Context: an optimization exercise on an open-source flow, tuned for small area, a short achievable clock period and few clock cycles. The choices shown serve that exercise and are no tape-out recipe.
In this exercise RTL edits were held to simulation tests only and were not proved equivalent to the original.
No activity file was given, so power comes from the tool's default toggle rates.

## old
// cpu_top
module cpu_top (
    input wire clk,           
    input wire rst,           
    input wire prog_we,       
    input wire [4:0] prog_addr,  
    input wire [7:0] prog_data,  
    input wire [4:0] dbg_addr,   
    output wire halt,         
    output wire [7:0] accum,  
    output wire [7:0] dbg_data   
);
Size: roughly 1100 cells after synthesis, about 300 flip-flops.
export LEC_CHECK = 0
export ABC_CLOCK_PERIOD_IN_PS = 2000
export CAP_MARGIN = 20
export CORE_MARGIN = 2
export CORE_UTILIZATION = 40
export CTS_CLUSTER_DIAMETER = 100
export CTS_CLUSTER_SIZE = 30
export SETUP_SLACK_MARGIN = 2.5
export SLEW_MARGIN = 20
create_clock -name core_clock -period 5.0 [get_ports {clk}]
standard.sh (not shown) runs the stock make flow with config.mk's settings and CLKGATE_MAP_FILE= SYNTH_SCRIPT=/design/flow/synth_recipe.tcl, a recipe that flattens the netlist after the stock synthesis.
==> flow/flow/run.sh <==
#!/bin/bash
# Standard layout, with plain buffers (buf_2) instead of delay cells on the ports.
set -euo pipefail
export BUFFER_PORTS_ARGS="-buffer_cell sky130_fd_sc_hd__buf_2"
bash standard.sh > standard.log 2>&1
Testbench counts of old, summed over its fixed seeds: cycles 33,875.
#### Input delta (new over old)
- SETUP_SLACK_MARGIN changed from 2.5 to 2.0
- CTS_CLUSTER_SIZE removed (was 30)
- CTS_CLUSTER_DIAMETER removed (was 100)
The area added between synthesis and finish in new sits 3.6 points below the value recorded for old.
old → new: wire length shrank by 730 µm, post-route minimum period grew by 310 ps.
Diff old -> new | first-pass GRT wire length | down slightly
Relative to old, the number of combinational gates with multiple inputs measured on new has decreased slightly.
Comparing old and new, the lower worst setup slack was measured on new.

---

Another version of the RTL of cpu_top (not shown whole).
For scale: roughly 300 flip-flops, roughly 38 I/O pins, ~0.015 sq mm of cells after synthesis.
clock: 5.0 ns
lec_check: 0
abc_clock_period_in_ps: 2000
cap_margin: 10
core_margin: 2
core_utilization: 40
cts_cluster_diameter: 100
cts_cluster_size: 24
setup_slack_margin: 2.5
slew_margin: 10
Scripts as last shown in full above: flow/flow/run.sh
The baseline completed, yet does not pass: max-capacitance violations, max-slew violations.
Testbench counts at the start, summed over its fixed seeds: cycles 33,875.
Rerun with:
Settings changed: CAP_MARGIN 10 to 20, CORE_UTILIZATION 40 to 55, SLEW_MARGIN 10 to 20.
Effect: This time the run completed without violations. Core utilization came out higher by 18 points. Global-route usage is higher by 8.7 points. Worst setup slack is better by 45 ps. Area after synthesis stays the same. Cell count went down by 10%. Worst hold slack got worse by 31 ps.
Rerun with:
Settings changed: CORE_UTILIZATION 55 to 40, PLACE_DENSITY set to 0.8.
After rerunning: Wire length goes up by a few percent. First-iteration DRC count goes up by about a fifth. Utilization goes down by 18 points. Synthesized cell count stays the same.
Rerun with:
Settings changed: PLACE_DENSITY 0.8 to not set, SETUP_SLACK_MARGIN 2.5 to 2.3.
Outcome:
- die area does not change
- critical path depth stays the same
- via count goes down by about 4.6%
- routed wire length fell by 1.1%

---

== maple ==
RTL: one of the versions met above, not the one the previous note started from.
Size in the first run: about 1100 cells after synthesis, about 300 flip-flops, roughly 38 I/O pins, about 15000 sq um of cells after synthesis.
Settings: LEC_CHECK=0, ABC_CLOCK_PERIOD_IN_PS=2000, CAP_MARGIN=20, CORE_MARGIN=2, CORE_UTILIZATION=40, SETUP_SLACK_MARGIN=2.5, SLEW_MARGIN=20; clock period 5.0 ns.
run.sh (not shown) runs the stock make flow with config.mk's settings and CLKGATE_MAP_FILE= SYNTH_SCRIPT=/design/flow/synth_recipe.tcl, a recipe that flattens the netlist after the stock synthesis.
Stock flow here: none of the scripts above is used.
Testbench counts of maple, summed over its fixed seeds: cycles 33,875.
What raven does differently from maple at the input level:
# maple
export LEC_CHECK = 0
export ABC_CLOCK_PERIOD_IN_PS = 2000
export CAP_MARGIN = 20
export CORE_MARGIN = 2
export CORE_UTILIZATION = 40
export SETUP_SLACK_MARGIN = 2.5
export SLEW_MARGIN = 20
create_clock -name core_clock -period 5.0 [get_ports {clk}]
# raven
export LEC_CHECK = 0
export ABC_CLOCK_PERIOD_IN_PS = 2000
export CAP_MARGIN = 20
export CORE_MARGIN = 2
export CORE_UTILIZATION = 40
export CTS_BUF_LIST = sky130_fd_sc_hd__clkbuf_4 sky130_fd_sc_hd__clkbuf_8
export SETUP_SLACK_MARGIN = 2.0
export SLEW_MARGIN = 20
create_clock -name core_clock -period 5.0 [get_ports {clk}]
Results
Static leakage power | raven below maple
Side by side, maximum clock frequency turned out lower in raven than in maple.
NOTE: core utilization in raven falls short of that of maple
Input-level comparison between quartz and raven:
# raven
export LEC_CHECK = 0
export ABC_CLOCK_PERIOD_IN_PS = 2000
export CAP_MARGIN = 20
export CORE_MARGIN = 2
export CORE_UTILIZATION = 40
export CTS_BUF_LIST = sky130_fd_sc_hd__clkbuf_4 sky130_fd_sc_hd__clkbuf_8
export SETUP_SLACK_MARGIN = 2.0
export SLEW_MARGIN = 20
create_clock -name core_clock -period 5.0 [get_ports {clk}]
# quartz
export LEC_CHECK = 0
export ABC_CLOCK_PERIOD_IN_PS = 2000
export CAP_MARGIN = 20
export CORE_MARGIN = 2
export CORE_UTILIZATION = 40
export SETUP_SLACK_MARGIN = 2.0
export SLEW_MARGIN = 20
create_clock -name core_clock -period 5.0 [get_ports {clk}]
### Flow results
Taking raven as the reference point, the fraction of power consumed by the clock network of quartz rises by 0.2 points.
Summary of quartz over raven: max-slew headroom at the worst pin decreased 0.72 points; worst setup slack picked up an extra 0.017 ns; met2 demand-to-capacity share in global routing climbed 0.28 points; clock network power consumption held steady; routed length on met3 picked up an extra 120 microns.
Looking at sequential share of cell area, quartz sits 0.28 points above raven.
raven ended up with mem.mem[3][4] as its destination of the critical timing path; quartz ended up with dbg_data[2].
Here is what was changed in the inputs of onyx compared with quartz.
# quartz
export LEC_CHECK = 0
export ABC_CLOCK_PERIOD_IN_PS = 2000
export CAP_MARGIN = 20
export CORE_MARGIN = 2
export CORE_UTILIZATION = 40
export SETUP_SLACK_MARGIN = 2.0
export SLEW_MARGIN = 20
create_clock -name core_clock -period 5.0 [get_ports {clk}]
# onyx
export LEC_CHECK = 0
export ABC_CLOCK_PERIOD_IN_PS = 1500
export CAP_MARGIN = 20
export CORE_MARGIN = 2
export CORE_UTILIZATION = 60
export SETUP_SLACK_MARGIN = 3.0
export SLEW_MARGIN = 20
create_clock -name core_clock -period 5.0 [get_ports {clk}]
When onyx is set beside quartz, its total via count after detailed routing turns out to be 1420 larger. In the flow results for quartz and onyx, the core utilization of the finished layout is smaller on quartz. onyx vs quartz — height of the die dropped about 18%. Lower number of antenna violations at the first check in global routing was reported by quartz, not onyx.
Here is what was changed in the inputs of cedar compared with onyx.
# onyx
export LEC_CHECK = 0
export ABC_CLOCK_PERIOD_IN_PS = 1500
export CAP_MARGIN = 20
export CORE_MARGIN = 2
export CORE_UTILIZATION = 60
export SETUP_SLACK_MARGIN = 3.0
export SLEW_MARGIN = 20
create_clock -name core_clock -period 5.0 [get_ports {clk}]
# cedar
export LEC_CHECK = 0
export ABC_CLOCK_PERIOD_IN_PS = 2000
export CAP_MARGIN = 20
export CORE_MARGIN = 2
export CORE_UTILIZATION = 40
export CTS_CLUSTER_DIAMETER = 100
export CTS_CLUSTER_SIZE = 30
export SETUP_SLACK_MARGIN = 3.0
export SLEW_MARGIN = 20
create_clock -name core_clock -period 5.0 [get_ports {clk}]
==> flow/flow/run.sh (new file) <==
#!/bin/bash
# Standard layout, with plain buffers (buf_2) instead of delay cells on the ports.
set -euo pipefail
export BUFFER_PORTS_ARGS="-buffer_cell sky130_fd_sc_hd__buf_2"
bash standard.sh > standard.log 2>&1
==> flow/standard.sh (new file) <==
#!/bin/bash
# synth_recipe.tcl (not shown) runs the flow's synth.tcl, then flattens the netlist and writes it again
# the make line also repeats each setting of config.mk as NAME=value (left out here)
make -C /OpenROAD-flow-scripts/flow DESIGN_CONFIG=/design/flow/config.mk WORK_HOME=/design/flow/orfs CLKGATE_MAP_FILE= SYNTH_SCRIPT=/design/flow/synth_recipe.tcl "${@:-finish}"
removed: flow/run.sh
Results
cedar against onyx: number of stages on the worst hold path shows no meaningful change, worst max-slew margin expressed relative to the limit up 4.9 points, non-clock buffer count decreased by 42 relative to the old numbers. Against onyx as the reference, cedar delivers a lower number of signal-net inverters in the final layout. The higher clock buffer count in the final layout came out of onyx. Compared with onyx, placement density in the core of cedar is lower. A slowest library cell on the worst path of sky130_fd_sc_hd__clkdlybuf4s50_1 is what onyx shows, while sky130_fd_sc_hd__mux4_2 belongs to cedar. Comparing onyx and cedar, the lower die area was measured on onyx. cedar improves on onyx in wire length.

-- what the ideal ports hide --
How much do the figures lean on ideal ports? The routed layouts below were timed once more, with nothing changed but the port constraints. Step 1 assumes that a clkbuf_16 drives the clock port and a buf_2 every other input. Step 2 adds t to the input delays and takes it off the output delays; t is the mean of the earliest and latest rising clock arrival at the registers after step 1. Input paths then give back, and output paths get back, about the clock's delay inside the block. Three values: no drivers, after step 1, after step 2; two values: the first two.
run	t, ns	setup slack, ns	latest minus earliest clock arrival (ns)
old	0.562	2.346 / 2.346 / 1.868	0.020 / 0.019
new	0.629	2.032 / 2.032 / 1.442	0.020 / 0.021
the first run of note 2	0.571	2.302 / 2.317 / 1.758	0.021 / 0.021
the second run of note 2	0.574	2.346 / 2.346 / 1.821	0.023 / 0.023
the third run of note 2	0.569	2.291 / 2.291 / 1.819	0.025 / 0.026
the fourth run of note 2	0.583	2.206 / 2.216 / 1.658	0.034 / 0.035
maple	0.569	2.324 / 2.336 / 1.780	0.036 / 0.036
raven	0.634	2.005 / 1.978 / 1.398	0.031 / 0.030
quartz	0.619	2.022 / 1.971 / 1.427	0.017 / 0.017
onyx	0.575	2.202 / 2.227 / 1.651	0.019 / 0.019
cedar	0.571	2.298 / 2.298 / 1.823	0.029 / 0.029
The setup slack of raven, which loses most, moves by -0.027 ns with the drivers and by -0.607 ns with both steps.
